This design comes from an exercise in tuning for small area and a short achievable clock period on the open sky130 flow, not from production work. The RTL was checked by simulation tests, not by an equivalence proof against the original design. Power and IR drop assume default switching activity.

== beta ==
## sync_fifo
module sync_fifo
#(
    parameter DATA_WIDTH = 8,
    parameter DATA_DEPTH = 64,
    parameter ADDR_WIDTH = 6
)
(
	input   wire                      clk,
	input   wire                      rst_n,
	input   wire  [DATA_WIDTH-1:0]    wr_data,
	input   wire                      rq,   
	input   wire                      wq,   
	output  reg   [DATA_WIDTH-1:0]    rd_data,
	output  wire                      full,
	output  wire                      empty
);
Size: ~1900 cells after synthesis, about 560 flip-flops, about 22 I/O pins, ~20000 um2 of cells after synthesis.
export LEC_CHECK = 0
export CAP_MARGIN = 20
export CORE_MARGIN = 2
export CORE_UTILIZATION = 70
export CTS_BUF_LIST = sky130_fd_sc_hd__clkbuf_16
export CTS_CLUSTER_DIAMETER = 100
export CTS_CLUSTER_SIZE = 28
export SETUP_SLACK_MARGIN = 2.0
export SLEW_MARGIN = 20
export SYNTH_HIERARCHICAL = 1
create_clock -name core_clock -period 4.0 [get_ports {clk}]
standard.sh (not shown) runs the stock make flow with config.mk's settings and CLKGATE_MAP_FILE= SYNTH_SCRIPT=/design/flow/synth_recipe.tcl, a recipe that flattens the netlist after the stock synthesis.
==> flow/flow/run.sh <==
#!/bin/bash
# Layout flow: the standard ORFS flow (standard.sh, standard synthesis
# unchanged), with two changes:
#  - the port buffers are sky130_fd_sc_hd__buf_4 cells;
#  - after global routing, one more setup repair pass (flow/extra_repair.tcl).
# All tool output goes to standard.log and to ORFS's logs under orfs/logs/.
set -euo pipefail
here=$(pwd)
bash standard.sh "BUFFER_PORTS_ARGS=-buffer_cell sky130_fd_sc_hd__buf_4" \
  "POST_GLOBAL_ROUTE_TCL=$here/flow/extra_repair.tcl" finish > standard.log 2>&1
==> flow/flow/extra_repair.tcl <==
# Sourced by ORFS at the end of global routing (POST_GLOBAL_ROUTE_TCL):
# one more setup repair pass on global-route parasitics, as the standard
# global_route.tcl does, then re-legalize and re-route the changed nets.
estimate_parasitics -global_routing
puts "extra repair: worst slack before [worst_slack -max]"
repair_timing -setup -setup_margin $::env(SETUP_SLACK_MARGIN) -verbose
global_route -start_incremental
detailed_placement
global_route -end_incremental
estimate_parasitics -global_routing
puts "extra repair: worst slack after [worst_slack -max]"
Modified inputs, delta compared to beta
==> flow/run.sh (new file) <==
#!/bin/bash
# synth_recipe.tcl (not shown) runs the flow's synth.tcl, then flattens the netlist and writes it again
# the make line also repeats each setting of config.mk as NAME=value (left out here)
make -C /OpenROAD-flow-scripts/flow DESIGN_CONFIG=/design/flow/config.mk WORK_HOME=/design/flow/orfs CLKGATE_MAP_FILE= SYNTH_SCRIPT=/design/flow/synth_recipe.tcl finish
diff --git a/flow/config.mk b/flow/config.mk
--- a/flow/config.mk
+++ b/flow/config.mk
@@ -8,8 +8,8 @@
 export CAP_MARGIN = 20
 export CORE_MARGIN = 2
-export CORE_UTILIZATION = 70
-export CTS_BUF_LIST = sky130_fd_sc_hd__clkbuf_16
-export CTS_CLUSTER_DIAMETER = 100
-export CTS_CLUSTER_SIZE = 28
+export CORE_UTILIZATION = 60
+export CTS_BUF_LIST = sky130_fd_sc_hd__clkbuf_8
+export CTS_CLUSTER_DIAMETER = 50
+export CTS_CLUSTER_SIZE = 16
 export SETUP_SLACK_MARGIN = 2.0
 export SLEW_MARGIN = 20
removed: flow/flow/run.sh
removed: flow/flow/extra_repair.tcl
removed: flow/standard.sh
[summary]
- Compared with beta, the detailed router inserted fewer vias in delta.
- Cmp delta and beta / worst clock skew / lower: beta
- Summary of the comparison: initial core utilization is lower in delta, relative to beta.
- On area used by sequential logic in the layout, delta and beta are basically level.


sync_fifo again, from the RTL that the note above started with.
Settings: LEC_CHECK=0, CAP_MARGIN=20, CORE_MARGIN=2, CORE_UTILIZATION=60, CTS_BUF_LIST=sky130_fd_sc_hd__clkbuf_16, CTS_CLUSTER_DIAMETER=70, CTS_CLUSTER_SIZE=36, SETUP_SLACK_MARGIN=2.0, SLEW_MARGIN=20, SYNTH_HIERARCHICAL=1; clock period 4.0 ns.
==> flow/flow/run.sh <==
#!/bin/bash
# Layout flow: the standard ORFS flow (standard.sh, standard synthesis
# unchanged), with two changes:
#  - the port buffers are sky130_fd_sc_hd__buf_4 cells;
#  - after global routing, one more setup repair pass (flow/extra_repair.tcl).
# All tool output goes to standard.log and to ORFS's logs under orfs/logs/.
set -euo pipefail
here=$(pwd)
bash standard.sh "BUFFER_PORTS_ARGS=-buffer_cell sky130_fd_sc_hd__buf_4" \
  "POST_GLOBAL_ROUTE_TCL=$here/flow/extra_repair.tcl" finish > standard.log 2>&1
==> flow/flow/extra_repair.tcl <==
# Sourced by ORFS at the end of global routing (POST_GLOBAL_ROUTE_TCL):
# one more setup repair pass on global-route parasitics, as the standard
# global_route.tcl does, then re-legalize and re-route the changed nets.
estimate_parasitics -global_routing
puts "extra repair: worst slack before [worst_slack -max]"
repair_timing -setup -setup_margin $::env(SETUP_SLACK_MARGIN) -verbose
global_route -start_incremental
detailed_placement
global_route -end_incremental
estimate_parasitics -global_routing
puts "extra repair: worst slack after [worst_slack -max]"
The baseline produced a clean layout.
Rerun with:
==> flow/run.sh (new file) <==
#!/bin/bash
# synth_recipe.tcl (not shown) runs the flow's synth.tcl, then flattens the netlist and writes it again
# the make line also repeats each setting of config.mk as NAME=value (left out here)
make -C /OpenROAD-flow-scripts/flow DESIGN_CONFIG=/design/flow/config.mk WORK_HOME=/design/flow/orfs CLKGATE_MAP_FILE= SYNTH_SCRIPT=/design/flow/synth_recipe.tcl finish
- CTS_CLUSTER_DIAMETER: 70 -> 100
- CTS_CLUSTER_SIZE: 36 -> 28
removed: flow/flow/run.sh
removed: flow/flow/extra_repair.tcl
removed: flow/standard.sh
Result: The new run completed without violations; synthesized area stays the same; global-route usage drops by 1.4 points; die area does not change.
Rerun with:
==> flow/flow/run.sh (new file) <==
#!/bin/bash
# Layout flow: the standard ORFS flow (standard.sh, standard synthesis
# unchanged), with two changes:
#  - the port buffers are sky130_fd_sc_hd__buf_4 cells;
#  - after global routing, one more setup repair pass (flow/extra_repair.tcl).
# All tool output goes to standard.log and to ORFS's logs under orfs/logs/.
set -euo pipefail
here=$(pwd)
bash standard.sh "BUFFER_PORTS_ARGS=-buffer_cell sky130_fd_sc_hd__buf_4" \
  "POST_GLOBAL_ROUTE_TCL=$here/flow/extra_repair.tcl" finish > standard.log 2>&1
==> flow/flow/extra_repair.tcl (new file) <==
# Sourced by ORFS at the end of global routing (POST_GLOBAL_ROUTE_TCL):
# one more setup repair pass on global-route parasitics, as the standard
# global_route.tcl does, then re-legalize and re-route the changed nets.
estimate_parasitics -global_routing
puts "extra repair: worst slack before [worst_slack -max]"
repair_timing -setup -setup_margin $::env(SETUP_SLACK_MARGIN) -verbose
global_route -start_incremental
detailed_placement
global_route -end_incremental
estimate_parasitics -global_routing
puts "extra repair: worst slack after [worst_slack -max]"
==> flow/standard.sh (new file) <==
#!/bin/bash
# synth_recipe.tcl (not shown) runs the flow's synth.tcl, then flattens the netlist and writes it again
# the make line also repeats each setting of config.mk as NAME=value (left out here)
make -C /OpenROAD-flow-scripts/flow DESIGN_CONFIG=/design/flow/config.mk WORK_HOME=/design/flow/orfs CLKGATE_MAP_FILE= SYNTH_SCRIPT=/design/flow/synth_recipe.tcl "${@:-finish}"
- CTS_BUF_LIST: sky130_fd_sc_hd__clkbuf_16 -> sky130_fd_sc_hd__clkbuf_8
- CTS_CLUSTER_DIAMETER: 100 -> 50
- CTS_CLUSTER_SIZE: 28 -> 16
removed: flow/run.sh
Effect: Global-route usage is higher by 1.6 points. First-iteration DRC count is higher by a few percent. Synthesized area stays the same. Core utilization is higher by 1.1 points. Cell area is higher slightly. Non-clock buffer count is lower by 10. Maximum frequency is lower by a few percent. Clock power is higher by about a fifth. Clock skew is higher by 0.018 ns.
Rerun with:
- CTS_BUF_LIST: sky130_fd_sc_hd__clkbuf_8 -> sky130_fd_sc_hd__clkbuf_16
- CTS_CLUSTER_DIAMETER: 50 -> 100
- CTS_CLUSTER_SIZE: 16 -> 28
Result: Synthesized cell count does not change; combinational power shrinks by about 1%; design area shrinks by 1.6%; fmax grows by 3.9%; total power shrinks by 4.5%; count of clock-buffer cells in the layout shrinks by 28; wire length shrinks by 1.2%; non-clock buffer count shrinks by 3.
Rerun with:
==> flow/run.sh (new file) <==
#!/bin/bash
# synth_recipe.tcl (not shown) runs the flow's synth.tcl, then flattens the netlist and writes it again
# the make line also repeats each setting of config.mk as NAME=value (left out here)
make -C /OpenROAD-flow-scripts/flow DESIGN_CONFIG=/design/flow/config.mk WORK_HOME=/design/flow/orfs CLKGATE_MAP_FILE= SYNTH_SCRIPT=/design/flow/synth_recipe.tcl finish
- CORE_UTILIZATION: 60 -> 70
removed: flow/flow/run.sh
removed: flow/flow/extra_repair.tcl
removed: flow/standard.sh
Outcome: The changed run completed without violations. Wire length drops by 5.3%. Utilization climbs by 11 points. Non-clock buffer count climbs by 15. Sequential power drops by about 1%. Clock power hardly moves. Total power drops by 1.5%. Die area drops by 14%. Via count climbs by 0.91%.

[what the ideal ports hide]
How much do the figures lean on ideal ports? The routed layouts below were timed once more, with nothing changed but the port constraints.
Step 1: set_driving_cell puts a clkbuf_16 on clk and a buf_2 on each other input, an assumption about the parent block.
Step 2 adds t to the input delays and takes it off the output delays; t is the mean of the earliest and latest rising clock arrival at the registers after step 1. Input paths then give back, and output paths get back, about the clock's delay inside the block.
Three values: no drivers, after step 1, after step 2; two values: the first two.
run	t, ns	slack for setup (ns)	hold slack, ns
beta	0.626	1.980 / 1.926 / 1.718	0.139 / 0.139 / 0.485
delta	0.673	1.943 / 1.891 / 1.427	0.166 / 0.190 / 0.481
the first run of note 2	0.599	1.975 / 1.966 / 1.735	0.169 / 0.197 / 0.478
the second run of note 2	0.615	1.999 / 1.965 / 1.525	0.227 / 0.260 / 0.484
the third run of note 2	0.687	1.937 / 1.883 / 1.783	0.059 / 0.094 / 0.481
the fourth run of note 2	0.618	2.013 / 1.959 / 1.761	0.138 / 0.163 / 0.484
the fifth run of note 2	0.611	1.992 / 1.963 / 1.506	0.219 / 0.193 / 0.483
After both steps setup and hold are still met in every run listed. The setup slack of delta, which loses most, moves by -0.052 ns with the drivers and by -0.516 ns with both steps.
